Context: an optimization exercise on an open-source flow, tuned for small area. The choices shown serve that exercise and are no tape-out recipe. Where RTL was checked, it was by simulation tests only, not by an equivalence proof against the original. For run 6, only the layout was checked, not whether the RTL still works. No driver is modelled on the clock port, so clocking that relies on it looks cheaper here than on a real chip. No activity file was given, so power comes from the tool's default toggle rates.

[design/flow/standard.sh]
#!/bin/bash
# synth_recipe.tcl (not shown) runs the flow's synth.tcl, then flattens the netlist and writes it again
# the make line also repeats each setting of config.mk as NAME=value (left out here)
make -C /OpenROAD-flow-scripts/flow DESIGN_CONFIG=/design/flow/config.mk WORK_HOME=/design/flow/orfs CLKGATE_MAP_FILE= SYNTH_SCRIPT=/design/flow/synth_recipe.tcl "${@:-finish}"
[design/flow/config.mk]
export PLATFORM = sky130hd
export DESIGN_NAME = uart_fifo
export DESIGN_NICKNAME = uart_fifo
export VERILOG_FILES = /design/flow/design.v
export SDC_FILE = /design/flow/constraint.sdc
export NUM_CORES = 4
export LEC_CHECK = 0
export CAP_MARGIN = 20
export CORE_MARGIN = 2
export CORE_UTILIZATION = 70
export PLACE_DENSITY = 0.8
export SLEW_MARGIN = 20
[design/flow/design.v]
`timescale 1ns / 1ps
module baud_gen (
    input  clk,
    input  reset,
    output tick
);
    reg [1:0] a;
    reg [2:0] b;
    reg [4:0] d;
    always @(posedge clk, posedge reset) begin
        if (reset) begin
            a <= 0;
            b <= 0;
            d <= 0;
        end else begin
            a <= {a[0], ~(a[1] | a[0])};
            b <= {b[1:0], ~(b[2] ^ b[1])};
            d <= {d[3:0], ~(d[4] ^ d[2])};
        end
    end
    assign tick = ~|{a, b, d};
endmodule
module transmitter (
    input        clk,
    input        reset,
    input        tick,
    input        start,
    input        bit_in,
    output [2:0] bitsel,
    output       tx,
    output       done
);
    reg [7:0] c;
    reg       tx_reg;
    wire [3:0] slot = c[7:4];
    wire idle = ~(c[7] | c[6]);
    wire stop = &slot;
    wire start_bit = ~c[7] & c[6] & c[5] & ~c[4];
    assign bitsel = slot[2:0];
    assign tx     = tx_reg;
    assign done   = tick & (&c);
    always @(posedge clk, posedge reset) begin
        if (reset) begin
            c      <= 8'd0;
            tx_reg <= 1'b1;
        end else begin
            if (idle) begin
                if (start) c[6:5] <= 2'b11;
            end else if (tick) begin
                c <= c + 8'd1;
            end
            tx_reg <= idle | stop | (~start_bit & bit_in);
        end
    end
endmodule
module receiver (
    input        clk,
    input        reset,
    input        tick,
    input        rx,
    output [7:0] data,
    output       done
);
    reg [7:0] c;
    reg [7:0] sr;
    wire idle   = c[7] & c[5];
    wire sample = tick & ~idle & (c[7:4] != 4'd0) & ~(c[7] & c[4]) & (&c[3:0]);
    assign data = sr;
    assign done = idle & ~c[0];
    always @(posedge clk, posedge reset) begin
        if (reset) begin
            c <= 8'b1010_0001;
        end else begin
            if (idle) begin
                if (!rx) c <= 8'b0000_1000;
                else c <= 8'b1010_0001;
            end else if (tick) begin
                c <= c + 8'd1;
            end
        end
    end
    always @(posedge clk) begin
        if (sample) sr <= {rx, sr[7:1]};
    end
endmodule
`timescale 1ns / 1ps
module tx_fifo (
    input        clk,
    input        reset,
    input        push,
    input  [7:0] wdata,
    output       full,
    input        pop,
    output       nonempty,
    input  [2:0] bitsel,    
    output       bit_out
);
    reg  [7:0] v;
    reg [63:0] mem;           
    wire [7:0] keep;
    assign keep[0] = v[0] & ~pop;
    genvar i;
    generate
        for (i = 1; i < 8; i = i + 1) begin : g_keep
            assign keep[i] = keep[i-1] & v[i];
        end
    endgenerate
    assign full     = &v;
    assign nonempty = |v;
    wire [8:0]  v_in = {push & ~full, v};
    wire [71:0] m_in = {wdata, mem};
    always @(posedge clk, posedge reset) begin
        if (reset) v <= 0;
        else v <= v_in[8:1] | keep;
    end
    generate
        for (i = 0; i < 8; i = i + 1) begin : g_slot
            always @(posedge clk) begin
                if (!keep[i]) mem[8*i +: 8] <= m_in[8*(i+1) +: 8];
            end
        end
    endgenerate
    wire [7:0] head_rot = {mem[0], mem[7:1]};
    assign bit_out = head_rot[bitsel];
endmodule
module rx_fifo (
    input        clk,
    input        reset,
    input        push,
    input  [7:0] wdata,
    input        pop,
    output       empty,
    output [7:0] rdata
);
    reg  [3:0] n;
    reg [63:0] mem;
    wire full    = n[3];
    wire do_push = push & ~full;
    wire do_pop  = pop & (n != 4'd0);
    assign empty = (n == 4'd0);
    assign rdata = mem[7:0];
    always @(posedge clk, posedge reset) begin
        if (reset) n <= 0;
        else if (do_push & ~do_pop) n <= n + 4'd1;
        else if (do_pop & ~do_push) n <= n - 4'd1;
    end
    wire [71:0] m_in = {wdata, mem};
    genvar i;
    generate
        for (i = 0; i < 8; i = i + 1) begin : g_slot
            always @(posedge clk) begin
                if (do_pop || n <= i) mem[8*i +: 8] <= m_in[8*(i+1) +: 8];
            end
        end
    endgenerate
endmodule
`timescale 1ns / 1ps
module uart_fifo (
    input clk,
    input reset,
    output tx,
    input tx_en,
    input [7:0] tx_data,
    output tx_full,
    input rx,
    input rx_en,
    output [7:0] rx_data,
    output rx_empty
);
    wire       br_tick;
    wire       tx_start, tx_done, tx_bit, rx_done;
    wire [2:0] tx_bitsel;
    wire [7:0] rx_byte;
    baud_gen U_BAUD (
        .clk(clk), .reset(reset), .tick(br_tick)
    );
    tx_fifo U_TX_FIFO (
        .clk(clk), .reset(reset),
        .push(tx_en), .wdata(tx_data), .full(tx_full),
        .pop(tx_done), .nonempty(tx_start),
        .bitsel(tx_bitsel), .bit_out(tx_bit)
    );
    transmitter U_TX (
        .clk(clk), .reset(reset), .tick(br_tick),
        .start(tx_start), .bit_in(tx_bit), .bitsel(tx_bitsel),
        .tx(tx), .done(tx_done)
    );
    receiver U_RX (
        .clk(clk), .reset(reset), .tick(br_tick), .rx(rx),
        .data(rx_byte), .done(rx_done)
    );
    rx_fifo U_RX_FIFO (
        .clk(clk), .reset(reset),
        .push(rx_done), .wdata(rx_byte),
        .pop(rx_en), .empty(rx_empty), .rdata(rx_data)
    );
endmodule
[design/flow/flow/post_cts.tcl]
# Run after clock_tree_synthesis (with SKIP_CTS_REPAIR_TIMING=1): make the clock
# tree's buffers as small as the flip-flop clock-pin slew target allows, then
# repair timing (setup and hold) and legalize, as cts.tcl would have.
proc ct_worst_sink_slew {} {
  set worst 0
  foreach pin [get_pins -hierarchical */CLK] {
    set s [get_property $pin slew_max]
    if {$s > $worst} { set worst $s }
  }
  return $worst
}

proc ct_worst_buf_slew { bufs } {
  set worst 0
  foreach inst $bufs {
    set s [get_property [get_pins [get_full_name $inst]/X] slew_max]
    if {$s > $worst} { set worst $s }
  }
  return $worst
}

proc ct_downsize { sink_target buf_target sizes } {
  estimate_parasitics -placement
  set leaves {}; set upper {}
  foreach inst [get_cells *] {
    if {![string match sky130_fd_sc_hd__clkbuf_* [get_property $inst ref_name]]} { continue }
    set drives_ff 0
    foreach p [get_pins -of_objects [get_nets -of_objects [get_pins [get_full_name $inst]/X]]] {
      if {[get_property $p direction] eq "input" && [get_property $p lib_pin_name] eq "CLK"} { set drives_ff 1; break }
    }
    if {$drives_ff} { lappend leaves $inst } else { lappend upper $inst }
  }
  set all [concat $leaves $upper]
  puts "ct_downsize: [llength $leaves] leaf and [llength $upper] upper clock buffers, worst clock pin slew [ct_worst_sink_slew]"
  foreach inst $all {
    set orig [get_property $inst ref_name]
    set cur $orig
    foreach m $sizes {
      if {[get_property [get_lib_cells */$m] area] >= [get_property [get_lib_cells */$cur] area]} { continue }
      replace_cell $inst $m
      estimate_parasitics -placement
      if {[ct_worst_sink_slew] > $sink_target || [ct_worst_buf_slew $all] > $buf_target} {
        replace_cell $inst $cur
        estimate_parasitics -placement
        break
      }
      set cur $m
    }
    if {$cur ne $orig} { puts "ct_downsize: [get_full_name $inst] $orig -> $cur" }
  }
  puts "ct_downsize: worst clock pin slew [ct_worst_sink_slew], worst clock buffer slew [ct_worst_buf_slew $all]"
}

ct_downsize 0.110 0.150 {sky130_fd_sc_hd__clkbuf_4 sky130_fd_sc_hd__clkbuf_2 sky130_fd_sc_hd__clkbuf_1}
estimate_parasitics -placement
repair_timing_helper
detailed_placement
check_placement -verbose
[design/flow/flow/run.sh]
#!/bin/bash
# The standard layout, with these changes:
#  - the ports get the smallest buffer (buf_1);
#  - the clock tree uses clkbuf_8 and no dummy loads, and then each clock
#    buffer is made as small as a 110 ps flip-flop clock-pin slew target (on
#    placement parasitics) allows, before CTS's timing repair (flow/post_cts.tcl).
# Each tool's output is in the ORFS logs under orfs/logs; make's in standard.log.
set -euo pipefail
F=$(cd "$(dirname "$0")" && pwd)
export CTS_ARGS="-sink_clustering_enable -repair_clock_nets -dont_use_dummy_load -buf_list sky130_fd_sc_hd__clkbuf_8"
export BUFFER_PORTS_ARGS="-buffer_cell sky130_fd_sc_hd__buf_1"
export SKIP_CTS_REPAIR_TIMING=1
export POST_CTS_TCL=$F/post_cts.tcl
bash standard.sh finish > standard.log 2>&1
[design/flow/constraint.sdc]
create_clock -name core_clock -period 10.0 [get_ports {clk}]
set_input_delay 2.0000 -clock core_clock [delete_from_list [all_inputs] [get_ports {clk}]]
set_output_delay 2.0000 -clock core_clock [all_outputs]
set_load 0.01 [all_outputs]
==> results of run 1 <==
per-layer routing:
metal | up-vias | track usage (%)
met2 | 61 | 27.0
met1 | 1332 | 24.3
li1 | 1282 | -
met5 | - | 0
met4 | 0 | 7.91
met3 | 11 | 4.32
cells by family after synthesis:
| group | after synthesis |
|---|---|
| AO/OA/AOI/OAI | 30 |
| AND/OR/NAND/NOR | 68 |
| adder cells (fa/ha/maj) | 9 |
| multiplexers | 7 |
| flip-flops | 175 |
| buffers and inverters | 23 |
| XOR/XNOR | 14 |
worst max-delay path by stage:
stage	startpoint	endpoint	slack [ns]	cells after the start
2_1_floorplan	rx_en	U_RX_FIFO.n[3]	6.82	5
3_3_place_gp	rx_en	U_RX_FIFO.n[3]	6.58	6
3_5_place_dp	rx_en	U_RX_FIFO.n[3]	6.53	6
5_1_grt	U_TX_FIFO.v[0]	tx_full	6.00	4
6_report	U_TX_FIFO.v[0]	tx_full	6.12	4
cells in the final DEF (no fill, tap or decap), types with 8 or more instances in the layout:
cell type  Yosys  layout
xnor2_1        8       8
clkbuf_8       0      17
ha_1           9       9
inv_1         11      11
nand3_1        9       9
edfxtp_1     136     136
nand2_1       13      13
dfrtp_1       35      35
buf_1          0      23
per-stage QoR:
stage	hold slack, ns	setup WS (ns)
2_1_floorplan	0.346	6.82
3_3_place_gp	0.352	6.58
3_5_place_dp	0.376	6.53
5_1_grt	0.381	6.00
6_report	0.366	6.12
layout make-up:
type	instances	area share, %
Multi-Input combinational cell	128	14.6
Clock buffer	17	3.58
Inverter	11	0.633
Sequential cell	175	77.6
Timing Repair Buffer	25	1.51
Tap cell	108	2.07
worst register-to-register path: stages (launching register included):
cell     delay (ns)
dfrtp_1        0.38
inv_1          0.06
ha_1           0.16
or3b_2         0.55
or4_4          0.55
nor3_1         0.81
report_power, final:
part	switching [mW]	internal (mW)	total (mW)
sequential	0.00184	0.777	0.779
clock	0.193	0.150	0.343
combinational	0.00644	0.00375	0.0102
total	0.201	0.931	1.13
==> results.py, run 1 <==
metrics = {
    "yosys": {
        "synth_mux_area_share_pct": 1.41,
        "synthesis.area_um2": 6140,
        "synth_simple_gate_area_share_pct": 6.95,
        "yosys.area.top_type": "edfxtp_1",
        "synth.area.top_cells": "edfxtp_1 66%, dfrtp_1 14%, ha_1 1.8%, dfstp_2 1.7%, xnor2_1 1.1%",
        "syn_inst": 326,
        "yosysMostFrequentCell": "edfxtp_1",
        "async_flop_share_pct": 22.3,
        "synth-adder-area-share_pct": 1.83,
        "synth_cell_types": 45,
        "synth-main-ff-cell": "edfxtp_1",
        "ys_seq_area_share_pct": 82.5,
        "synth-edff-count": 136,
        "synth.avg_cell_area_um2": 18.8,
        "synth_seq_cells": 175,
        "synth_common_cells": "136 x edfxtp_1, 35 x dfrtp_1, 13 x nand2_1",
        "post-synth-top-area-fraction_pct": 66.5,
        "ys_warn_count": 5,
        "synth-xor-area-share_pct": 2.00,
        "syn-num-nets": 348,
        "synth_top_family_by_area": "simple AND/OR/NAND/NOR gates",
        "synth_compound_area_share_pct": 3.34,
    },
    "worst_hold_path": {
        "hold_path_depth": 0,
        "hold_path.startpoint": "U_BAUD.a[0]",
        "min_path_type": "flip-flop to flip-flop",
        "whs_endpoint": "U_BAUD.a[1]",
    },
    "floorplan": {
        "start_util_pct": 71.5,
        "die_area_um2": 9540,
        "row_count": 34,
        "die_w_um": 97.7,
        "coreArea_um2": 8590,
        "ios": 24,
        "die_h_um": 97.7,
    },
    "critical_path": {
        "worstReg2RegEnd": "U_RX.sr[5]",
        "crit_type": "flip-flop to output port",
        "reg2regPathDepth": 5,
        "cp.arrival_ns": 1.88,
        "worstPathCellList": "and3_1 > and4_1 > and3_1 > buf_1",
        "r2r_slack_ns": 7.11,
        "critical_path.top_delay_family": "simple AND/OR/NAND/NOR gates",
        "path_max_fanout": 6,
        "critPathMaxStageDelay_ns": 0.43,
        "worst_setup_path_start_kind": "flip-flop",
        "crit_top_cell": "and3_1",
        "critPathBufInv": 1,
        "cp_slowest_cell": "dfrtp_1",
        "reg2reg_from": "U_BAUD.b[1]",
        "cp.required_ns": 8.00,
        "critPathCaptureType": "output port",
    },
    "cells_and_area": {
        "num_antenna_cells": 0,
        "multi_input_area_um2": 953,
        "fill_cells": 476,
        "syn2layout_area_growth_pct": 6.27,
        "utilization_pct": 76.0,
        "reg_top3": "U_RX_FIFO.mem: 64 flops, U_TX_FIFO.mem: 64 flops",
        "final_cells": 464,
        "fin_area_um2": 6530,
        "finalNetCount": 380,
        "seq_area_um2": 5060,
        "drive_above_1_share_pct": 11.2,
    },
    "global_route": {
        "grt_pass1_wl_um": 12600,
        "antenna_found_initial": 0,
        "grt_start_max_net_pins": 40,
        "grtUsageTotal_pct": 17.5,
        "grt_pass1_vias": 2690,
        "overflow": 0,
    },
    "routing": {
        "m1WireLength_um": 3390,
        "top_layer": "met4",
        "wl_per_cell_um": 16.3,
        "num_vias": 2686,
        "routed-wl-met3_um": 282,
        "ant_nets": 0,
        "wl_um": 7550,
        "wl_met2_um": 3770,
        "firstDrtPassIters": 5,
        "remaining_drc_errors": 0,
        "drt_iter0_drc": 163,
        "viasPerCell": 5.79,
    },
    "placed_design": {
        "dpl.cell_count": 446,
        "dpl_cell_area_um2": 6290,
        "place_congestion": 0.782,
        "portBuffers": 23,
        "hpwl_um": 5140,
    },
    "timing": {
        "fin_crit_sh_pct": 38.8,
        "setup_violations": 0,
        "slew_violations": 0,
        "clock.fmax_mhz": 258,
        "period_needed_ns": 3.88,
        "relSlewSlack_pct": 30.6,
        "fin_setup_tns_ns": 0,
        "hold_violations": 0,
        "clock_skew_ns": 0.0326,
        "worstMarginPinSlew_ns": 1.03,
        "rsz0062_at_grt": "no",
    },
    "clock_network": {
        "path_clk_slew_ns": 0.06,
        "cts_tree": "built",
        "clock_sinks": 175,
        "clock_latency_ns": 0.43,
    },
    "power": {
        "total_power_mw": 1.13,
        "p_per_area_nw_per_um2": 174,
        "p_leak_nw": 2.36,
        "ir_drop_mv": 0.107,
    },
    "outcome": {
        "outcome": "timing/DRC/antenna clean",
    },
    "flow_run": {
        "maxCapViolCount": 0,
    },
}
==> inputs of run 2 (changes only) <==
--- a/design/flow/design.v
+++ b/design/flow/design.v
@@ -3,5 +3,6 @@
     input  clk,
     input  reset,
-    output tick
+    output tick,
+    output tick_d     
 );
     reg [1:0] a;
@@ -19,5 +20,6 @@
         end
     end
-    assign tick = ~|{a, b, d};
+    assign tick   = ~|{a, b, d};
+    assign tick_d = ~|{a[1], b[2:1], d[4:1]} & a[0] & b[0] & d[0];
 endmodule
 module transmitter (
@@ -25,5 +27,6 @@
     input        reset,
     input        tick,
-    input        start,
+    input        tick_d,
+    input        started,
     input        bit_in,
     output [2:0] bitsel,
@@ -32,5 +35,4 @@
 );
     reg [7:0] c;
-    reg       tx_reg;
     wire [3:0] slot = c[7:4];
     wire idle = ~(c[7] | c[6]);
@@ -38,17 +40,15 @@
     wire start_bit = ~c[7] & c[6] & c[5] & ~c[4];
     assign bitsel = slot[2:0];
-    assign tx     = tx_reg;
+    assign tx     = idle | stop | (~start_bit & bit_in);
     assign done   = tick & (&c);
     always @(posedge clk, posedge reset) begin
         if (reset) begin
-            c      <= 8'd0;
-            tx_reg <= 1'b1;
+            c <= 8'd0;
         end else begin
             if (idle) begin
-                if (start) c[6:5] <= 2'b11;
-            end else if (tick) begin
+                if (started) c[6:5] <= 2'b11;
+            end else if (tick_d) begin
                 c <= c + 8'd1;
             end
-            tx_reg <= idle | stop | (~start_bit & bit_in);
         end
     end
@@ -92,5 +92,5 @@
     output       full,
     input        pop,
-    output       nonempty,
+    output       started,   
     input  [2:0] bitsel,    
     output       bit_out
@@ -107,5 +107,5 @@
     endgenerate
     assign full     = &v;
-    assign nonempty = |v;
+    assign started  = |v[6:0];
     wire [8:0]  v_in = {push & ~full, v};
     wire [71:0] m_in = {wdata, mem};
@@ -168,20 +168,20 @@
     output rx_empty
 );
-    wire       br_tick;
+    wire       br_tick, br_tick_d;
     wire       tx_start, tx_done, tx_bit, rx_done;
     wire [2:0] tx_bitsel;
     wire [7:0] rx_byte;
     baud_gen U_BAUD (
-        .clk(clk), .reset(reset), .tick(br_tick)
+        .clk(clk), .reset(reset), .tick(br_tick), .tick_d(br_tick_d)
     );
     tx_fifo U_TX_FIFO (
         .clk(clk), .reset(reset),
         .push(tx_en), .wdata(tx_data), .full(tx_full),
-        .pop(tx_done), .nonempty(tx_start),
+        .pop(tx_done), .started(tx_start),
         .bitsel(tx_bitsel), .bit_out(tx_bit)
     );
     transmitter U_TX (
-        .clk(clk), .reset(reset), .tick(br_tick),
-        .start(tx_start), .bit_in(tx_bit), .bitsel(tx_bitsel),
+        .clk(clk), .reset(reset), .tick(br_tick), .tick_d(br_tick_d),
+        .started(tx_start), .bit_in(tx_bit), .bitsel(tx_bitsel),
         .tx(tx), .done(tx_done)
     );
--- a/design/flow/flow/post_cts.tcl
+++ b/design/flow/flow/post_cts.tcl
@@ -32,4 +32,6 @@
   }
   set all [concat $leaves $upper]
+  set b0 [ct_worst_buf_slew $all]
+  if {$b0 > $buf_target} { set buf_target $b0 }
   puts "ct_downsize: [llength $leaves] leaf and [llength $upper] upper clock buffers, worst clock pin slew [ct_worst_sink_slew]"
   foreach inst $all {
==> results.py, run 2 <==
metrics = {
    "yosys": {
        "synth.area.top_cells": "edfxtp_1 67%, dfrtp_1 14%, ha_1 1.8%, dfstp_2 1.3%, xor2_1 1.3%",
        "syn-num-nets": 353,
        "ys_warn_count": 5,
        "synth_cell_types": 44,
        "synth.avg_cell_area_um2": 18.5,
        "post-synth-top-area-fraction_pct": 66.7,
        "synth-main-ff-cell": "edfxtp_1",
        "async_flop_share_pct": 21.8,
        "syn_inst": 331,
        "synth_seq_cells": 174,
        "yosysMostFrequentCell": "edfxtp_1",
        "synth_common_cells": "136 x edfxtp_1, 35 x dfrtp_1, 12 x nand2_1",
        "synth-edff-count": 136,
        "yosys.area.top_type": "edfxtp_1",
        "ys_seq_area_share_pct": 82.4,
        "synthesis.area_um2": 6120,
    },
    "routing": {
        "wl_per_cell_um": 16.4,
        "num_vias": 2679,
        "remaining_drc_errors": 0,
        "drt_iter0_drc": 120,
        "wl_um": 7630,
        "firstDrtPassIters": 5,
        "ant_nets": 0,
        "viasPerCell": 5.77,
    },
    "floorplan": {
        "ios": 24,
        "die_h_um": 97.5,
        "die_area_um2": 9500,
        "row_count": 34,
        "coreArea_um2": 8590,
        "start_util_pct": 71.2,
        "die_w_um": 97.5,
    },
    "timing": {
        "period_needed_ns": 3.86,
        "clock.fmax_mhz": 259,
        "hold_violations": 0,
        "slew_violations": 0,
        "worstMarginPinSlew_ns": 1.04,
        "clock_skew_ns": 0.0502,
        "fin_setup_tns_ns": 0,
        "relSlewSlack_pct": 30.0,
        "setup_violations": 0,
        "fin_crit_sh_pct": 38.6,
        "rsz0062_at_grt": "no",
    },
    "placed_design": {
        "hpwl_um": 5220,
        "place_congestion": 0.870,
        "portBuffers": 23,
    },
    "outcome": {
        "outcome": "timing/DRC/antenna clean",
    },
    "critical_path": {
        "worst_setup_path_start_kind": "flip-flop",
        "endpoint": "tx_full",
        "critPathBufInv": 1,
        "cp.depth": 4,
        "crit_top_cell": "and3_1",
        "reg2reg_from": "U_BAUD.b[1]",
        "critical_path.top_delay_family": "simple AND/OR/NAND/NOR gates",
        "crit_path_start": "U_TX_FIFO.v[1]",
        "critPathCaptureType": "output port",
        "worstReg2RegEnd": "U_TX_FIFO.mem[53]",
        "crit_type": "flip-flop to output port",
        "cp_slowest_cell": "dfrtp_1",
        "cp.arrival_ns": 1.86,
        "r2r_slack_ns": 7.23,
        "path_max_fanout": 8,
        "worstPathCellList": "and3_1 > and3_1 > and2_1 > buf_1",
        "critPathMaxStageDelay_ns": 0.45,
        "reg2regPathDepth": 6,
        "cp.required_ns": 8.00,
    },
    "power": {
        "total_power_mw": 1.40,
        "ir_drop_mv": 0.137,
        "p_leak_nw": 2.26,
        "p_per_area_nw_per_um2": 218,
    },
    "global_route": {
        "grt_pass1_wl_um": 12600,
        "grt_start_max_net_pins": 39,
        "antenna_found_initial": 0,
        "overflow": 0,
        "grt_pass1_vias": 2634,
        "grtUsageTotal_pct": 17.8,
    },
    "cells_and_area": {
        "num_antenna_cells": 0,
        "layout_commonest_cell": "edfxtp_1",
        "final_cell_mix": "136 x edfxtp_1, 35 x dfrtp_1, 23 x buf_1, 12 x nand2_1",
        "fill_cells": 490,
        "syn2layout_area_growth_pct": 4.99,
        "finalNetCount": 380,
        "reg_top3": "U_RX_FIFO.mem: 64 flops, U_TX_FIFO.mem: 64 flops",
        "drive_above_1_share_pct": 9.55,
    },
    "clock_network": {
        "path_clk_slew_ns": 0.11,
        "cts_tree": "built",
        "clock_latency_ns": 0.41,
        "clock_sinks": 174,
    },
    "flow_run": {
        "maxCapViolCount": 0,
    },
    "worst_hold_path": {
        "min_path_type": "flip-flop to flip-flop",
    },
}
run 2: changes by cell type after synthesis, moves of 2 or more:
cell and delta:
nor3_1 +2, or4_4 -2, and4_1 -3, xnor2_1 -3
nor4b_1 +2, nor2_1 +4, or3_1 +3, clkbuf_1 +3
a21o_2 -2, xor2_1 +3, nor4_1 -2, nand4_1 +2
run 2: final cells by class:
type	count	area, um2	share of cell area (%)
Multi-Input combinational cell	130	940	14.6
Sequential cell	174	5040	78.4
Inverter	11	41.3	0.643
Clock buffer	17	175	2.73
Tap cell	108	135	2.10
Timing Repair Buffer	24	93.8	1.46
run 2: how the worst min path moves through the flow:
stage | from | to | slack, ns | cells past startpoint
floorplan | U_BAUD.b[1] | U_BAUD.b[2] | 0.35 | 0
global route | U_RX_FIFO.mem[21] | U_RX_FIFO.mem[13] | 0.40 | 0
global placement | U_BAUD.b[1] | U_BAUD.b[2] | 0.36 | 0
detailed placement | U_BAUD.b[1] | U_BAUD.b[2] | 0.37 | 0
finish | U_RX_FIFO.mem[21] | U_RX_FIFO.mem[13] | 0.38 | 0
run 2: worst reg2reg max path: stages, from the launching register on:
cell,delay (ns)
dfrtp_1,0.39
inv_1,0.06
ha_1,0.14
nor2b_1,0.49
nand3_4,0.21
or3_1,0.67
nand4_1,0.45
run 2: logic make-up (layout without fill, tap and decap cells):
| family | Yosys count | count (layout) | synth area share [%] |
|---|---|---|---|
| xor gates and xnor gates | 14 | 14 | 2.00 |
| AOI/OAI and AO/OA | 29 | 29 | 3.31 |
| buffers and inverters | 27 | 52 | 2.45 |
| muxes | 7 | 7 | 1.41 |
| and+or+nand+nor | 71 | 71 | 6.63 |
| adders and majority gates | 9 | 9 | 1.84 |
| DFF | 174 | 174 | 82.4 |
run 2: metal layers:
layer / vias to the layer above / track usage, % / wire (um)
li1: 1278 / - / -
met2: 76 / 27.7 / 3800
met5: - / 0 / 0
met4: 0 / 7.05 / 106
met3: 12 / 5.83 / 432
met1: 1313 / 23.8 / 3290
run 2: power by group:
part | internal (mW) | switching, mW | leakage, nW
Clock | 0.111 | 0.184 | 0.0985
Sequential | 0.935 | 0.0512 | 1.73
Combinational | 0.0372 | 0.0806 | 0.432
run 2: metrics by stage:
stage / util, % / setup WS [ns] / hold slack, ns / cells / instance area, um2
after global placement: 72.6 / 6.62 / 0.356 / 447 / 6240
after floorplan: - / 6.81 / 0.354 / 331 / 6120
after detailed placement: 72.6 / 6.52 / 0.365 / 447 / 6240
after global routing: 74.8 / 6.00 / 0.396 / 464 / 6420
final: 74.8 / 6.14 / 0.383 / 464 / 6420
==> inputs of run 3 (changes only) <==
--- a/design/flow/flow/post_cts.tcl
+++ b/design/flow/flow/post_cts.tcl
@@ -54,4 +54,37 @@
 }
 
+# Give every other cell the smallest drive of its kind (name stem _N) that keeps
+# the worst setup slack above a margin and adds no slew or capacitance
+# violation.
+proc cell_downsize { slack_margin } {
+  estimate_parasitics -placement
+  set n 0; set saved 0
+  foreach inst [get_cells *] {
+    set m [get_property $inst ref_name]
+    if {![regexp {^(sky130_fd_sc_hd__[a-z0-9]+)_([0-9]+)$} $m -> stem drive]} { continue }
+    if {[string match *clk* $stem] || [string match *df* $stem] || [string match *tap* $stem]} { continue }
+    if {[get_property $inst is_buffer] && [string match input* [get_full_name $inst]]} { continue }
+    set a0 [get_property [get_lib_cells */$m] area]
+    set cur $m
+    foreach d {0 1 2} {
+      set cand ${stem}_$d
+      if {$cand eq $cur || [llength [get_lib_cells -quiet */$cand]] == 0} { continue }
+      if {[get_property [get_lib_cells */$cand] area] >= [get_property [get_lib_cells */$cur] area]} { continue }
+      replace_cell $inst $cand
+      estimate_parasitics -placement
+      if {[sta::worst_slack_cmd max] < $slack_margin * 1e-9 || [sta::max_slew_violation_count] > 0 || [sta::max_capacitance_violation_count] > 0} {
+        replace_cell $inst $cur
+        estimate_parasitics -placement
+      } else {
+        set cur $cand
+        break
+      }
+    }
+    if {$cur ne $m} { incr n; set saved [expr {$saved + $a0 - [get_property [get_lib_cells */$cur] area]}] }
+  }
+  puts "cell_downsize: $n cells made smaller, [format %.2f $saved] um2 saved"
+}
+
+cell_downsize 2.0
 ct_downsize 0.110 0.150 {sky130_fd_sc_hd__clkbuf_4 sky130_fd_sc_hd__clkbuf_2 sky130_fd_sc_hd__clkbuf_1}
 estimate_parasitics -placement
==> results.py, run 3 <==
metrics = {
    "global_route": {
        "overflow": 0,
        "antenna_found_initial": 0,
        "grt_pass1_wl_um": 12600,
        "grt_pass1_vias": 2632,
        "grtUsageTotal_pct": 17.8,
        "grt_start_max_net_pins": 39,
    },
    "critical_path": {
        "cp_slowest_cell": "dfrtp_1",
        "worstPathCellList": "and3_1 > and3_1 > and2_1 > buf_1",
        "cp.arrival_ns": 1.86,
        "worst_setup_path_start_kind": "flip-flop",
        "path_max_fanout": 8,
        "critPathCaptureType": "output port",
        "critPathMaxStageDelay_ns": 0.45,
        "crit_top_cell": "and3_1",
        "crit_type": "flip-flop to output port",
        "cp.required_ns": 8.00,
    },
    "floorplan": {
        "ios": 24,
        "die_w_um": 97.5,
        "start_util_pct": 71.2,
        "row_count": 34,
        "die_area_um2": 9500,
        "die_h_um": 97.5,
        "coreArea_um2": 8590,
    },
    "yosys": {
        "syn_inst": 331,
        "synth.avg_cell_area_um2": 18.5,
        "post-synth-top-area-fraction_pct": 66.7,
        "async_flop_share_pct": 21.8,
        "synth_common_cells": "136 x edfxtp_1, 35 x dfrtp_1, 12 x nand2_1",
        "yosys.area.top_type": "edfxtp_1",
        "ys_seq_area_share_pct": 82.4,
        "synth_seq_cells": 174,
        "synth.area.top_cells": "edfxtp_1 67%, dfrtp_1 14%, ha_1 1.8%, dfstp_2 1.3%, xor2_1 1.3%",
        "synth-main-ff-cell": "edfxtp_1",
        "syn-num-nets": 353,
        "yosysMostFrequentCell": "edfxtp_1",
        "synth_cell_types": 44,
        "synthesis.area_um2": 6120,
        "synth-edff-count": 136,
        "ys_warn_count": 5,
    },
    "routing": {
        "wl_um": 7660,
        "ant_nets": 0,
        "viasPerCell": 5.77,
        "drt_iter0_drc": 153,
        "wl_per_cell_um": 16.5,
        "firstDrtPassIters": 4,
        "remaining_drc_errors": 0,
        "num_vias": 2679,
    },
    "timing": {
        "relSlewSlack_pct": 29.9,
        "hold_violations": 0,
        "fin_setup_tns_ns": 0,
        "period_needed_ns": 3.86,
        "slew_violations": 0,
        "worstMarginPinSlew_ns": 1.04,
        "clock_skew_ns": 0.0512,
        "rsz0062_at_grt": "no",
        "setup_violations": 0,
        "clock.fmax_mhz": 259,
        "fin_crit_sh_pct": 38.6,
    },
    "cells_and_area": {
        "final_cells": 464,
        "reg_top3": "U_RX_FIFO.mem: 64 flops, U_TX_FIFO.mem: 64 flops",
        "layout_commonest_cell": "edfxtp_1",
        "num_antenna_cells": 0,
        "syn2layout_area_growth_pct": 4.42,
        "fill_cells": 496,
        "final_cell_mix": "136 x edfxtp_1, 35 x dfrtp_1, 23 x buf_1, 12 x nand2_1",
        "finalNetCount": 380,
        "drive_above_1_share_pct": 8.71,
        "fin_area_um2": 6390,
    },
    "power": {
        "pwr-share-comb_pct": 8.4,
        "p_int_mw": 1.08,
        "swShare_pct": 22.6,
        "power.net_switching_mw": 0.315,
        "p_per_area_nw_per_um2": 219,
        "ir_drop_mv": 0.138,
        "power_frac_clock_pct": 21.1,
        "p_leak_nw": 2.25,
        "seqPwrFrac_pct": 70.5,
    },
    "clock_network": {
        "cts_tree": "built",
        "clock_sinks": 174,
        "path_clk_slew_ns": 0.11,
        "clock_latency_ns": 0.41,
    },
    "placed_design": {
        "hpwl_um": 5220,
        "dpl_cell_area_um2": 6240,
        "portBuffers": 23,
        "place_congestion": 0.870,
        "dpl.cell_count": 447,
    },
    "worst_hold_path": {
        "min_path_type": "flip-flop to flip-flop",
    },
    "outcome": {
        "outcome": "timing/DRC/antenna clean",
    },
    "flow_run": {
        "maxCapViolCount": 0,
    },
}
-- run 3: metrics by stage --
stage / power [mW] / util (%) / hold slack, ns / setup slack, ns
after global routing: 1.46 / 74.3 / 0.370 / 6.00
after detailed placement: 1.12 / 72.6 / 0.365 / 6.52
final: 1.40 / 74.3 / 0.358 / 6.14
after global placement: 1.10 / 72.6 / 0.356 / 6.62
after floorplan: 1.08 / - / 0.354 / 6.81
-- run 3: cells by family after synthesis --
group	after synthesis	synth area share, %
DFF	174	82.4
and+or+nand+nor	71	6.63
AOI/OAI and AO/OA	29	3.31
buffers and inverters	27	2.45
xor gates and xnor gates	14	2.00
adders and majority gates	9	1.84
muxes	7	1.41
-- run 3: layer usage --
| layer | vias up | wire length [um] | track usage (%) |
|---|---|---|---|
| met2 | 80 | 3870 | 27.6 |
| met5 | - | 0 | 0 |
| met3 | 4 | 462 | 5.83 |
| li1 | 1278 | - | - |
| met4 | 0 | 53 | 7.05 |
| met1 | 1317 | 3280 | 23.8 |
-- run 3: final timing paths --
path,start,endpoint,slack (ns),cells past startpoint
worst max-delay path,U_TX_FIFO.v[1],tx_full,6.14,4
worst min-delay path,U_BAUD.d[1],U_BAUD.d[2],0.36,0
worst max register to register,U_BAUD.d[2],U_TX_FIFO.mem[53],6.73,4
worst min register to register,U_BAUD.d[1],U_BAUD.d[2],0.36,0
max in group asynchronous,reset,U_BAUD.d[1],7.60,3
min in group asynchronous,reset,U_RX.c[4],1.81,3
-- run 3: cell type report --
cell class              count  area (um2)  share of cell area (%)
multi-input cells         130         907                    14.2
well taps                 108         135                    2.12
repair buffers             24        91.3                    1.43
flip-flops and latches    174        5040                    78.9
clock buffers              17         175                    2.74
inverters                  11        41.3                   0.646
-- run 3: critical path, delay by kind of cell, from the launching register on --
family / cells / cell delay (ns)
buf+inv: 1 / 0.16
flops: 1 / 0.45
simple gates: 3 / 0.84
-- run 3: power by group through the flow --
stage	logic (mW)	clock network [mW]	registers, mW
2_1_floorplan	0.105	0	0.977
3_3_place_gp	0.109	0	0.993
3_5_place_dp	0.117	0	1.00
5_1_grt	0.134	0.331	0.999
6_report	0.117	0.295	0.986
==> inputs of run 4 (changes only) <==
==> design/flow/flow/run.sh (replaced) <==
#!/bin/bash
# The standard layout (standard.sh, unchanged synthesis), with these changes:
#  - the ports get the smallest buffer (buf_1);
#  - the clock tree is built by flow/pre_cts.tcl instead of TritonCTS (which
#    is then given no net to work on): the flip-flops are split by recursive
#    bisection of their placement into groups of at most 11, each driven by a
#    clkbuf_4 at its centroid, all driven by one clkbuf_16 fed by the clock port;
#  - after that, flow/post_cts.tcl gives each logic cell the smallest drive of
#    its kind that keeps timing, makes each clock buffer as small as a 110 ps
#    flip-flop clock-pin slew target (on placement parasitics) allows, and then
#    runs CTS's usual timing repair.
# Each tool's output is in the ORFS logs under orfs/logs; make's in standard.log.
set -euo pipefail
F=$(cd "$(dirname "$0")" && pwd)
export PRE_CTS_TCL=$F/pre_cts.tcl
export CTS_ARGS="-clk_nets clk -dont_use_dummy_load -buf_list sky130_fd_sc_hd__clkbuf_8"
export BUFFER_PORTS_ARGS="-buffer_cell sky130_fd_sc_hd__buf_1"
export SKIP_CTS_REPAIR_TIMING=1
export POST_CTS_TCL=$F/post_cts.tcl
bash standard.sh finish > standard.log 2>&1
--- a/design/flow/flow/post_cts.tcl
+++ b/design/flow/flow/post_cts.tcl
@@ -1,3 +1,3 @@
-# Run after clock_tree_synthesis (with SKIP_CTS_REPAIR_TIMING=1): make the clock
+# Run after CTS (with SKIP_CTS_REPAIR_TIMING=1): make the clock
 # tree's buffers as small as the flip-flop clock-pin slew target allows, then
 # repair timing (setup and hold) and legalize, as cts.tcl would have.
==> design/flow/flow/pre_cts.tcl (new file) <==
# A hand-built two-level clock tree: the clock port drives one root buffer,
# which drives one leaf buffer per group of flip-flops. The groups come from
# recursive bisection of the placed flip-flops (split along the longer side,
# sizes kept in proportion), so they are compact and of even size; each leaf
# buffer is placed at its group's centroid and the root at the centroid of the
# leaves.
proc ct_split { sinks k } {
  if {$k <= 1} { return [list $sinks] }
  set xs {}; set ys {}
  foreach s $sinks { lappend xs [lindex $s 1]; lappend ys [lindex $s 2] }
  set xs [lsort -real $xs]; set ys [lsort -real $ys]
  set w [expr {[lindex $xs end] - [lindex $xs 0]}]
  set h [expr {[lindex $ys end] - [lindex $ys 0]}]
  set idx [expr {$w >= $h ? 1 : 2}]
  set sorted [lsort -real -index $idx $sinks]
  set k1 [expr {$k / 2}]
  set n1 [expr {int(round(double([llength $sinks]) * $k1 / $k))}]
  return [concat [ct_split [lrange $sorted 0 [expr {$n1 - 1}]] $k1] \
                 [ct_split [lrange $sorted $n1 end] [expr {$k - $k1}]]]
}

proc build_clock_tree { ngroups root_master leaf_master } {
  set block [ord::get_db_block]
  set clk_net [$block findNet clk]
  set sinks {}
  foreach it [$clk_net getITerms] {
    set inst [$it getInst]
    set bb [$inst getBBox]
    lappend sinks [list $it [expr {([$bb xMin] + [$bb xMax]) / 2}] [expr {([$bb yMin] + [$bb yMax]) / 2}]]
  }
  set groups [ct_split $sinks $ngroups]
  set rm [[ord::get_db] findMaster $root_master]
  set lm [[ord::get_db] findMaster $leaf_master]
  set root [odb::dbInst_create $block $rm clkroot_buf]
  set rnet [odb::dbNet_create $block clknet_root]
  $rnet setSigType CLOCK
  set sizes {}
  set rx 0.0; set ry 0.0
  set k 0
  foreach g $groups {
    set gx 0.0; set gy 0.0
    foreach s $g { set gx [expr {$gx + [lindex $s 1]}]; set gy [expr {$gy + [lindex $s 2]}] }
    set gx [expr {int($gx / [llength $g])}]; set gy [expr {int($gy / [llength $g])}]
    set rx [expr {$rx + $gx}]; set ry [expr {$ry + $gy}]
    set b [odb::dbInst_create $block $lm clkleaf_buf_$k]
    $b setLocation $gx $gy
    $b setPlacementStatus PLACED
    set net [odb::dbNet_create $block clknet_leaf_$k]
    $net setSigType CLOCK
    [$b findITerm A] connect $rnet
    [$b findITerm X] connect $net
    foreach s $g {
      set it [lindex $s 0]
      $it disconnect
      $it connect $net
    }
    lappend sizes [llength $g]
    incr k
  }
  $root setLocation [expr {int($rx / $k)}] [expr {int($ry / $k)}]
  $root setPlacementStatus PLACED
  [$root findITerm A] connect $clk_net
  [$root findITerm X] connect $rnet
  $clk_net setSigType CLOCK
  puts "build_clock_tree: [llength $sinks] sinks in $k groups of $sizes"
}

# Groups of at most 11 flip-flops, one clkbuf_4 each, under one clkbuf_16.
set ct_n [llength [[[ord::get_db_block] findNet clk] getITerms]]
build_clock_tree [expr {($ct_n + 10) / 11}] sky130_fd_sc_hd__clkbuf_16 sky130_fd_sc_hd__clkbuf_4
set_propagated_clock [all_clocks]
--- a/design/flow/config.mk
+++ b/design/flow/config.mk
@@ -8,5 +8,5 @@
 export CAP_MARGIN = 20
 export CORE_MARGIN = 2
-export CORE_UTILIZATION = 70
-export PLACE_DENSITY = 0.8
+export CORE_UTILIZATION = 85
+export PLACE_DENSITY = 0.92
 export SLEW_MARGIN = 20
==> results.py, run 4 <==
metrics = {
    "yosys": {
        "async_flop_share_pct": 21.8,
        "synth_mux_area_share_pct": 1.41,
        "ys_warn_count": 5,
        "yosys.area.top_type": "edfxtp_1",
        "synth_common_cells": "136 x edfxtp_1, 35 x dfrtp_1, 12 x nand2_1",
        "syn_inst": 331,
        "synthesis.area_um2": 6120,
        "post-synth-top-area-fraction_pct": 66.7,
        "synth-adder-area-share_pct": 1.84,
        "ys_seq_area_share_pct": 82.4,
        "synth_seq_cells": 174,
        "synth_compound_area_share_pct": 3.31,
        "synth_cell_types": 44,
        "yosysMostFrequentCell": "edfxtp_1",
        "synth_top_family_by_area": "simple AND/OR/NAND/NOR gates",
        "syn-num-nets": 353,
        "synth_simple_gate_area_share_pct": 6.63,
        "synth-main-ff-cell": "edfxtp_1",
        "synth-xor-area-share_pct": 2.00,
        "synth.area.top_cells": "edfxtp_1 67%, dfrtp_1 14%, ha_1 1.8%, dfstp_2 1.3%, xor2_1 1.3%",
        "synth.avg_cell_area_um2": 18.5,
        "synth-edff-count": 136,
    },
    "placed_design": {
        "hpwl_um": 7590,
        "place_congestion": 0.785,
        "portBuffers": 23,
        "dpl_cell_area_um2": 6230,
    },
    "outcome": {
        "outcome": "stopped before the end",
        "tool.error": "[ERROR DPL-0033] detailed placement checks failed during check placement.",
        "failed_stage": "clock tree synthesis (4_1_cts)",
    },
    "floorplan": {
        "ios": 24,
        "start_util_pct": 89.1,
        "die_h_um": 88.8,
        "row_count": 30,
        "die_w_um": 88.8,
    },
}
==> run 4: cell counts after synthesis <==
No cell type changed its count.
==> run 4: how the worst min path moves through the flow <==
stage	endpoint	slack (ns)	cells past startpoint	startpoint
2_1_floorplan	U_BAUD.b[2]	0.35	0	U_BAUD.b[1]
3_3_place_gp	U_BAUD.b[2]	0.36	0	U_BAUD.b[1]
3_5_place_dp	U_BAUD.b[2]	0.37	0	U_BAUD.b[1]
==> run 4: cells by family after synthesis <==
kind of cell               count (synthesis)
DFF                                      174
and+or+nand+nor                           71
AOI/OAI and AO/OA                         29
buffers and inverters                     27
xor gates and xnor gates                  14
adders and majority gates                  9
muxes                                      7
==> run 4: stage by stage <==
step | hold WS [ns] | setup slack, ns | utilization [%] | instances
2_1_floorplan | 0.354 | 6.81 | - | 331
3_3_place_gp | 0.357 | 6.60 | 90.6 | 435
3_5_place_dp | 0.369 | 6.30 | 90.7 | 435
==> run 4: power groups by stage <==
stage	Sequential, mW	Clock [mW]	Combinational [mW]
after floorplan	0.977	0	0.105
after global placement	0.990	0	0.109
after detailed placement	1.02	0	0.127
==> inputs of run 5 (changes only) <==
--- a/design/flow/config.mk
+++ b/design/flow/config.mk
@@ -8,5 +8,5 @@
 export CAP_MARGIN = 20
 export CORE_MARGIN = 2
-export CORE_UTILIZATION = 85
-export PLACE_DENSITY = 0.92
+export CORE_UTILIZATION = 70
+export PLACE_DENSITY = 0.8
 export SLEW_MARGIN = 20
==> results.py, run 5 <==
metrics = {
    "global_route": {
        "antenna_found_initial": 0,
        "grt_start_max_net_pins": 39,
        "grt_pass1_vias": 2661,
        "grt_pass1_wl_um": 12600,
        "overflow": 0,
        "grtUsageTotal_pct": 16.2,
    },
    "worst_hold_path": {
        "hold_path_depth": 0,
        "whs_endpoint": "U_BAUD.b[2]",
        "min_path_type": "flip-flop to flip-flop",
        "hold_path.startpoint": "U_BAUD.b[1]",
    },
    "clock_network": {
        "clock_latency_ns": 0.36,
        "path_clk_slew_ns": 0.11,
    },
    "power": {
        "pwr-share-comb_pct": 8.5,
        "p_per_area_nw_per_um2": 217,
        "swShare_pct": 22.8,
        "p_leak_nw": 2.24,
        "seqPwrFrac_pct": 71.5,
        "p_int_mw": 1.06,
        "power_frac_clock_pct": 20.1,
        "ir_drop_mv": 0.119,
        "power.net_switching_mw": 0.314,
    },
    "cells_and_area": {
        "drive_above_1_share_pct": 8.71,
        "final_cell_mix": "136 x edfxtp_1, 35 x dfrtp_1, 23 x buf_1, 16 x clkbuf_4, 12 x nand2_1",
        "layout_commonest_cell": "edfxtp_1",
        "num_antenna_cells": 0,
        "seq_area_um2": 5040,
        "multi_input_area_um2": 907,
        "reg_top3": "U_RX_FIFO.mem: 64 flops, U_TX_FIFO.mem: 64 flops",
        "fin_area_um2": 6360,
        "fill_cells": 507,
        "finalNetCount": 380,
        "syn2layout_area_growth_pct": 3.93,
    },
    "routing": {
        "ant_nets": 0,
        "wl_um": 7660,
        "firstDrtPassIters": 4,
        "drt_iter0_drc": 153,
        "wl_per_cell_um": 16.5,
        "viasPerCell": 5.73,
        "num_vias": 2658,
        "remaining_drc_errors": 0,
    },
    "yosys": {
        "post-synth-top-area-fraction_pct": 66.7,
        "synth_seq_cells": 174,
        "yosys.area.top_type": "edfxtp_1",
        "synth.avg_cell_area_um2": 18.5,
        "syn_inst": 331,
        "synth_cell_types": 44,
        "async_flop_share_pct": 21.8,
        "synth-edff-count": 136,
        "synth_common_cells": "136 x edfxtp_1, 35 x dfrtp_1, 12 x nand2_1",
        "yosysMostFrequentCell": "edfxtp_1",
        "ys_seq_area_share_pct": 82.4,
        "synth.area.top_cells": "edfxtp_1 67%, dfrtp_1 14%, ha_1 1.8%, dfstp_2 1.3%, xor2_1 1.3%",
        "synth-main-ff-cell": "edfxtp_1",
        "synthesis.area_um2": 6120,
        "ys_warn_count": 5,
        "syn-num-nets": 353,
    },
    "placed_design": {
        "hpwl_um": 5220,
        "place_congestion": 0.870,
        "portBuffers": 23,
        "dpl_cell_area_um2": 6240,
    },
    "critical_path": {
        "cp.required_ns": 8.00,
        "cp.arrival_ns": 1.83,
        "critPathBufInv": 1,
        "critPathMaxStageDelay_ns": 0.45,
        "critical_path.top_delay_family": "simple AND/OR/NAND/NOR gates",
        "worstPathCellList": "and3_1 > and3_1 > and2_1 > buf_1",
        "crit_top_cell": "and3_1",
        "reg2reg_from": "U_BAUD.d[2]",
        "r2r_slack_ns": 6.72,
        "worstReg2RegEnd": "U_TX_FIFO.mem[50]",
        "path_max_fanout": 8,
        "critPathCaptureType": "output port",
        "reg2regPathDepth": 4,
        "cp_slowest_cell": "dfrtp_1",
        "worst_setup_path_start_kind": "flip-flop",
        "crit_type": "flip-flop to output port",
    },
    "timing": {
        "slew_violations": 0,
        "clock_skew_ns": 0.0152,
        "worstMarginPinSlew_ns": 1.06,
        "rsz0062_at_grt": "no",
        "period_needed_ns": 3.83,
        "clock.fmax_mhz": 261,
        "setup_violations": 0,
        "hold_slack_ns": 0.386,
        "fin_crit_sh_pct": 38.3,
        "hold_violations": 0,
        "relSlewSlack_pct": 28.9,
        "fin_setup_tns_ns": 0,
    },
    "floorplan": {
        "die_area_um2": 9500,
        "die_w_um": 97.5,
        "ios": 24,
        "die_h_um": 97.5,
        "coreArea_um2": 8590,
        "start_util_pct": 71.2,
        "row_count": 34,
    },
    "outcome": {
        "outcome": "timing/DRC/antenna clean",
    },
    "flow_run": {
        "maxCapViolCount": 0,
    },
}
[run 5: worst max path at each step]
stage / to / depth (start not counted) / from
2_1_floorplan: tx_full / 4 / U_TX_FIFO.v[0]
3_3_place_gp: U_RX_FIFO.n[3] / 6 / rx_en
3_5_place_dp: U_RX_FIFO.n[3] / 6 / rx_en
5_1_grt: tx_full / 4 / U_TX_FIFO.v[0]
6_report: tx_full / 4 / U_TX_FIFO.v[0]
[run 5: cell families after synthesis]
logic type	count (synthesis)	synth area share [%]
muxes	7	1.41
xor gates and xnor gates	14	2.00
buffers and inverters	27	2.45
and+or+nand+nor	71	6.63
adders and majority gates	9	1.84
AOI/OAI and AO/OA	29	3.31
DFF	174	82.4
[run 5: through the flow]
stage | instances | utilization [%] | power [mW] | worst slack [ns]
final | 464 | 74.0 | 1.38 | 6.17
after global routing | 464 | 74.0 | 1.44 | 6.05
after detailed placement | 447 | 72.6 | 1.12 | 6.52
after global placement | 447 | 72.6 | 1.10 | 6.62
after floorplan | 331 | - | 1.08 | 6.81
[run 5: final cells by class]
class	instances	area share, %
sequential	174	79.2
multi-input combinational	130	14.3
buffer	17	2.28
tap	108	2.13
timing repair buffer	24	1.44
inverter	11	0.649
[run 5: power groups by stage]
stage	clock network, mW	registers, mW	logic, mW
finish	0.277	0.985	0.117
global route	0.310	0.997	0.134
detailed placement	0	1.00	0.117
global placement	0	0.993	0.109
floorplan	0	0.977	0.105
[run 5: metal layers]
metal	track usage (%)	share of wire [%]	routed length, um
met1	23.9	44	3360
met2	27.3	49	3760
met3	2.01	5.5	418
met4	2.56	1.5	118
met5	0	0	0
==> inputs of run 6 (changes only) <==
--- a/design/flow/design.v
+++ b/design/flow/design.v
@@ -64,19 +64,21 @@
     reg [7:0] c;
     reg [7:0] sr;
-    wire idle   = c[7] & c[5];
-    wire sample = tick & ~idle & (c[7:4] != 4'd0) & ~(c[7] & c[4]) & (&c[3:0]);
+    wire idle   = ~(c[7] | c[6]);
+    wire sample = tick & (&c[3:0]) & ((c[7] & ~(&c[6:4])) | (~c[7] & (&c[6:4])));
+    wire go     = idle & ~rx;
+    wire [7:0] carry;
+    assign carry[0] = tick & ~idle;
+    genvar i;
+    generate
+        for (i = 1; i < 8; i = i + 1) begin : g_carry
+            assign carry[i] = carry[i-1] & c[i-1];
+        end
+    endgenerate
+    wire [7:0] flip = carry | {1'b0, go, go, 1'b0, go, 2'b00, idle & (rx ^ c[0])};
     assign data = sr;
     assign done = idle & ~c[0];
     always @(posedge clk, posedge reset) begin
-        if (reset) begin
-            c <= 8'b1010_0001;
-        end else begin
-            if (idle) begin
-                if (!rx) c <= 8'b0000_1000;
-                else c <= 8'b1010_0001;
-            end else if (tick) begin
-                c <= c + 8'd1;
-            end
-        end
+        if (reset) c <= 8'd1;
+        else c <= c ^ flip;
     end
     always @(posedge clk) begin
==> results.py, run 6 <==
metrics = {
    "critical_path": {
        "crit_type": "flip-flop to output port",
        "worstReg2RegEnd": "U_TX_FIFO.mem[26]",
        "r2r_slack_ns": 6.76,
        "cp.required_ns": 8.00,
        "endpoint": "tx_full",
        "cp.arrival_ns": 1.88,
        "critPathCaptureType": "output port",
        "reg2regPathDepth": 6,
        "reg2reg_from": "U_BAUD.b[1]",
        "path_max_fanout": 7,
        "crit_path_start": "U_TX_FIFO.v[0]",
        "worst_setup_path_start_kind": "flip-flop",
    },
    "placed_design": {
        "pre_cts_ws_ns": 6.57,
        "place_congestion": 0.851,
        "hpwl_um": 4760,
        "portBuffers": 23,
    },
    "yosys": {
        "synth_top_family_by_area": "simple AND/OR/NAND/NOR gates",
        "post-synth-top-area-fraction_pct": 68.3,
        "synth-adder-area-share_pct": 2.30,
        "async_flop_share_pct": 21.8,
        "synth.area.top_cells": "edfxtp_1 68%, dfrtp_1 15%, ha_1 2.3%, xnor2_1 1.0%, xor2_1 1.0%",
        "syn_inst": 314,
        "synth_mux_area_share_pct": 1.28,
        "synth-xor-area-share_pct": 2.05,
        "ys_warn_count": 5,
        "yosysMostFrequentCell": "edfxtp_1",
        "synthesis.area_um2": 5980,
        "synth_common_cells": "136 x edfxtp_1, 37 x dfrtp_1, 13 x nor2_1",
        "synth-edff-count": 136,
        "syn-num-nets": 338,
        "synth_simple_gate_area_share_pct": 5.50,
        "synth.avg_cell_area_um2": 19.0,
        "synth_compound_area_share_pct": 2.51,
        "synth_seq_cells": 174,
        "ys_seq_area_share_pct": 84.2,
        "yosys.area.top_type": "edfxtp_1",
        "synth-main-ff-cell": "edfxtp_1",
        "synth_cell_types": 38,
    },
    "global_route": {
        "grt_use_met2_pct": 27.1,
        "grt_pass1_vias": 2446,
        "busiest_layer": "met2",
        "grt_start_max_net_pins": 39,
        "overflow": 0,
        "grt_pass1_wl_um": 11300,
        "grtUsageTotal_pct": 15.7,
        "antenna_found_initial": 0,
        "use_met1_pct": 21.6,
        "grt.met3_usage_pct": 2.09,
    },
    "cells_and_area": {
        "layout_commonest_cell": "edfxtp_1",
        "reg_top3": "U_RX_FIFO.mem: 64 flops, U_TX_FIFO.mem: 64 flops",
        "finalNetCount": 368,
        "num_antenna_cells": 0,
        "drive_above_1_share_pct": 8.48,
        "final_cell_mix": "136 x edfxtp_1, 37 x dfrtp_1, 23 x buf_1, 16 x clkbuf_4, 13 x nor2_1",
        "syn2layout_area_growth_pct": 4.88,
    },
    "floorplan": {
        "coreArea_um2": 8260,
        "start_util_pct": 72.4,
        "die_h_um": 96.4,
        "row_count": 33,
        "ios": 24,
        "die_area_um2": 9300,
        "die_w_um": 96.4,
    },
    "timing": {
        "clock_skew_ns": 0.0167,
        "clock.fmax_mhz": 258,
        "rsz0062_at_grt": "no",
        "fin_crit_sh_pct": 38.8,
        "fin_ws_ns": 6.12,
        "fin_setup_tns_ns": 0,
        "setup_violations": 0,
        "slew_violations": 0,
        "worstMarginPinSlew_ns": 1.06,
        "hold_violations": 0,
        "relSlewSlack_pct": 28.5,
        "period_needed_ns": 3.88,
    },
    "clock_network": {
        "clock_latency_ns": 0.37,
        "path_clk_slew_ns": 0.10,
    },
    "routing": {
        "firstDrtPassIters": 4,
        "remaining_drc_errors": 0,
        "wl_um": 6970,
        "ant_nets": 0,
        "viasPerCell": 5.61,
        "num_vias": 2506,
        "drt_iter0_drc": 95,
        "wl_per_cell_um": 15.6,
    },
    "power": {
        "p_leak_nw": 2.21,
        "ir_drop_mv": 0.119,
        "p_per_area_nw_per_um2": 218,
    },
    "worst_hold_path": {
        "min_path_type": "flip-flop to flip-flop",
    },
    "flow_run": {
        "maxCapViolCount": 0,
    },
    "outcome": {
        "outcome": "timing/DRC/antenna clean",
    },
}
run 6: report_power, final:
part	leakage, nW	internal [mW]	total, mW	switching (mW)
logic	0.405	0.0327	0.112	0.0795
registers	1.72	0.932	0.979	0.0469
clock network	0.0859	0.0932	0.277	0.184
run 6: worst min path at each step:
| stage | startpoint | cells after the start | end | slack [ns] |
|---|---|---|---|---|
| after floorplan | U_BAUD.d[1] | 0 | U_BAUD.d[2] | 0.35 |
| after detailed placement | U_BAUD.b[1] | 0 | U_BAUD.b[2] | 0.38 |
| after global placement | U_BAUD.d[1] | 0 | U_BAUD.d[2] | 0.36 |
| after global routing | U_BAUD.d[1] | 0 | U_BAUD.d[2] | 0.42 |
| final | U_BAUD.d[1] | 0 | U_BAUD.d[2] | 0.41 |
run 6: cell families (layout without fill, tap and decap cells):
kind of cell             Yosys count  in the layout
AND/OR/NAND/NOR                   63             63
adder cells (fa/ha/maj)           11             11
flip-flops                       174            174
AO/OA/AOI/OAI                     22             22
multiplexers                       6              6
XOR/XNOR                          14             14
buffers and inverters             24             52
run 6: worst max-delay path, cell delays in order (launching register included):
cell     delay (ns)
dfrtp_1        0.41
and2_1         0.29
and4_1         0.37
and4_1         0.28
buf_1          0.16
run 6: stage by stage:
step	instance area, um2	instances	hold slack (ns)	util (%)	power [mW]
2_1_floorplan	5980	314	0.350	-	1.07
3_3_place_gp	6120	430	0.357	74.1	1.09
3_5_place_dp	6120	430	0.378	74.1	1.11
5_1_grt	6270	447	0.424	75.9	1.43
6_report	6270	447	0.405	75.9	1.37
run 6: layout make-up:
class | instances | area [um2]
Buffer | 17 | 145
Multi-Input combinational cell | 116 | 826
Fill cell | 461 | 1990
Sequential cell | 174 | 5040
Inverter | 11 | 41.3
Timing Repair Buffer | 24 | 91.3
Tap cell | 105 | 131
run 6: routing by layer:
metal,vias to the layer above,routed length (um)
met1,1212,3050
met4,0,214
met3,21,301
met2,50,3400
li1,1223,-
met5,-,0
==> inputs of run 7 (changes only) <==
--- a/design/flow/design.v
+++ b/design/flow/design.v
@@ -142,11 +142,21 @@
     assign empty = (n == 4'd0);
     assign rdata = mem[7:0];
+    wire up = do_push & ~do_pop;
+    wire dn = do_pop & ~do_push;
+    wire [3:0] ones, zeros;
+    assign ones[0] = up;
+    assign zeros[0] = dn;
+    genvar i;
+    generate
+        for (i = 1; i < 4; i = i + 1) begin : g_cnt
+            assign ones[i]  = ones[i-1] & n[i-1];
+            assign zeros[i] = zeros[i-1] & ~n[i-1];
+        end
+    endgenerate
     always @(posedge clk, posedge reset) begin
         if (reset) n <= 0;
-        else if (do_push & ~do_pop) n <= n + 4'd1;
-        else if (do_pop & ~do_push) n <= n - 4'd1;
+        else n <= n ^ (ones | zeros);
     end
     wire [71:0] m_in = {wdata, mem};
-    genvar i;
     generate
         for (i = 0; i < 8; i = i + 1) begin : g_slot
==> results.py, run 7 <==
metrics = {
    "timing": {
        "fin_setup_tns_ns": 0,
        "worstMarginPinSlew_ns": 1.02,
        "period_needed_ns": 3.87,
        "hold_violations": 0,
        "fin_crit_sh_pct": 38.7,
        "clock_skew_ns": 0.0134,
        "rsz0062_at_grt": "no",
        "setup_violations": 0,
        "clock.fmax_mhz": 259,
        "slew_violations": 0,
        "fin_ws_ns": 6.13,
        "relSlewSlack_pct": 31.3,
    },
    "critical_path": {
        "worstPathCellList": "and3_1 > and3_1 > and4_1 > buf_1",
        "cp.arrival_ns": 1.87,
        "path_max_fanout": 7,
        "critPathCaptureType": "output port",
        "crit_top_cell": "and3_1",
        "critical_path.top_delay_family": "simple AND/OR/NAND/NOR gates",
        "critPathBufInv": 1,
        "critPathMaxStageDelay_ns": 0.44,
        "cp_slowest_cell": "dfrtp_1",
        "worst_setup_path_start_kind": "flip-flop",
        "cp.required_ns": 8.00,
        "crit_type": "flip-flop to output port",
    },
    "global_route": {
        "grt_start_max_net_pins": 39,
        "antenna_found_initial": 0,
        "grt_pass1_wl_um": 11700,
        "overflow": 0,
        "grt_pass1_vias": 2462,
        "grtUsageTotal_pct": 16.4,
    },
    "floorplan": {
        "die_area_um2": 9300,
        "coreArea_um2": 8260,
        "start_util_pct": 72.4,
        "die_w_um": 96.4,
        "row_count": 33,
        "die_h_um": 96.4,
        "ios": 24,
    },
    "power": {
        "seqPwrFrac_pct": 73.1,
        "p_per_area_nw_per_um2": 216,
        "p_leak_nw": 2.19,
        "swShare_pct": 21.8,
        "ir_drop_mv": 0.135,
        "pwr-share-comb_pct": 6.3,
        "total_power_mw": 1.35,
        "p_int_mw": 1.06,
        "power_frac_clock_pct": 20.7,
        "power.net_switching_mw": 0.294,
    },
    "routing": {
        "remaining_drc_errors": 0,
        "viasPerCell": 5.67,
        "num_vias": 2524,
        "wl_per_cell_um": 16.3,
        "drt_iter0_drc": 145,
        "wl_um": 7270,
        "firstDrtPassIters": 4,
        "ant_nets": 0,
    },
    "cells_and_area": {
        "finalNetCount": 362,
        "final_cell_mix": "136 x edfxtp_1, 37 x dfrtp_1, 23 x buf_1, 16 x clkbuf_4, 14 x nand2_1",
        "fill_cells": 482,
        "syn2layout_area_growth_pct": 4.37,
        "drive_above_1_share_pct": 9.12,
        "final_cells": 445,
        "utilization_pct": 75.6,
        "layout_commonest_cell": "edfxtp_1",
        "num_antenna_cells": 0,
        "reg_top3": "U_RX_FIFO.mem: 64 flops, U_TX_FIFO.mem: 64 flops",
    },
    "placed_design": {
        "hpwl_um": 5050,
        "dpl.cell_count": 428,
        "portBuffers": 23,
        "pre_cts_ws_ns": 6.54,
        "place_congestion": 0.724,
    },
    "yosys": {
        "synth-edff-count": 136,
        "post-synth-top-area-fraction_pct": 68.3,
        "syn_inst": 314,
        "yosysMostFrequentCell": "edfxtp_1",
        "synth_common_cells": "136 x edfxtp_1, 37 x dfrtp_1, 14 x nand2_1",
        "synth.avg_cell_area_um2": 19.1,
        "ys_warn_count": 5,
        "synth-main-ff-cell": "edfxtp_1",
        "yosys.area.top_type": "edfxtp_1",
        "synth_seq_cells": 174,
        "syn-num-nets": 334,
        "synthesis.area_um2": 5980,
        "ys_seq_area_share_pct": 84.2,
        "synth.area.top_cells": "edfxtp_1 68%, dfrtp_1 15%, xnor2_1 1.6%, ha_1 1.5%, buf_4 1.0%",
        "synth_cell_types": 42,
        "async_flop_share_pct": 21.8,
    },
    "worst_hold_path": {
        "min_path_type": "flip-flop to flip-flop",
    },
    "clock_network": {
        "clock_latency_ns": 0.37,
        "path_clk_slew_ns": 0.11,
    },
    "outcome": {
        "outcome": "timing/DRC/antenna clean",
    },
    "flow_run": {
        "maxCapViolCount": 0,
    },
}
==> run 7: cell types whose count changed after synthesis, sizes merged, moves of 2 or more <==
cell / previous run / this run
a31oi: 2 / 0
and2: 3 / 1
nor2: 13 / 11
ha: 11 / 7
xor2: 7 / 4
xnor2: 7 / 11
nand2: 11 / 14
inv: 11 / 8
and3: 1 / 6
==> run 7: logic make-up after synthesis <==
kind of cell / after synthesis / share of synthesized area, %
flops: 174 / 84.2
xor+xnor: 15 / 2.20
simple gates: 66 / 6.17
compound gates: 22 / 2.55
mux: 7 / 1.44
buf+inv: 23 / 1.99
fa+ha+maj: 7 / 1.46
==> run 7: through the flow <==
step | hold WS (ns) | cell area (um2)
2_1_floorplan | 0.354 | 5980
3_3_place_gp | 0.357 | 6120
3_5_place_dp | 0.374 | 6120
5_1_grt | 0.402 | 6240
6_report | 0.394 | 6240
==> run 7: metal layers <==
metal  up-vias  GRT usage (%)  wire length, um
li1       1217              -                -
met1      1236           23.3             3130
met2        56           27.4             3560
met3        15           2.40              389
met4         0           4.34              186
met5         -              0                0
==> run 7: power by group through the flow <==
| stage | logic [mW] | clock network, mW | registers (mW) |
|---|---|---|---|
| global route | 0.0973 | 0.314 | 1.00 |
| detailed placement | 0.0863 | 0 | 1.00 |
| floorplan | 0.0899 | 0 | 0.973 |
| global placement | 0.0801 | 0 | 0.991 |
| finish | 0.0849 | 0.279 | 0.987 |
==> run 7: worst paths after layout <==
| check | from | end | slack [ns] | cells past startpoint |
|---|---|---|---|---|
| setup reg to reg | U_BAUD.d[2] | U_TX_FIFO.mem[54] | 6.93 | 4 |
| setup / recovery | U_TX_FIFO.v[0] | tx_full | 6.13 | 4 |
| min in group asynchronous | reset | U_RX.c[1] | 1.84 | 3 |
| hold reg to reg | U_BAUD.b[1] | U_BAUD.b[2] | 0.39 | 0 |
| hold / removal | U_BAUD.b[1] | U_BAUD.b[2] | 0.39 | 0 |
| max in group asynchronous | reset | U_TX.c[2] | 7.62 | 3 |
==> run 7: cell type report <==
cell class	instances	area [um2]	share of cell area, %
well taps	105	131	2.10
plain buffers	17	145	2.32
repair buffers	24	91.3	1.46
inverters	8	30.0	0.481
flip-flops and latches	174	5040	80.7
multi-input cells	117	810	13.0
==> run 7: worst register-to-register path, cell delays in order, from the launching register on <==
cell and delay [ns]:
dfrtp_1 0.42, or4_1 0.61, nor3_1 0.53, nand4_1 0.58, nand4_1 0.58

separate check: timing with driven ports:
No port has a modelled driver above. Below, the same layouts with a new extraction and two added sets of constraints.
Step 1 assumes that a clkbuf_16 drives the clock port and a buf_2 every other input.
Step 2, shift: input delay + t, output delay - t, t = (earliest + latest rising clock arrival at the registers) / 2. This alone moves slack from input paths to output paths.
Three values: ideal, step 1, step 2; two values: the first two.
run | t, ns | slack for setup (ns) | worst hold slack (ns) | worst data-port slew with drivers (ns)
run 1 | 0.445 | 6.124 / 6.095 / 6.485 | 0.366 / 0.366 / 0.366 | 0.03
run 2 | 0.422 | 6.138 / 6.104 / 6.500 | 0.383 / 0.383 / 0.383 | 0.03
run 3 | 0.420 | 6.136 / 6.103 / 6.500 | 0.358 / 0.358 / 0.358 | 0.03
run 5 | 0.395 | 6.173 / 6.137 / 6.480 | 0.386 / 0.386 / 0.386 | 0.03
run 6 | 0.396 | 6.118 / 6.084 / 6.479 | 0.405 / 0.405 / 0.405 | 0.04
run 7 | 0.398 | 6.134 / 6.100 / 6.498 | 0.394 / 0.394 / 0.394 | 0.03
After both steps setup and hold are still met in every run listed.
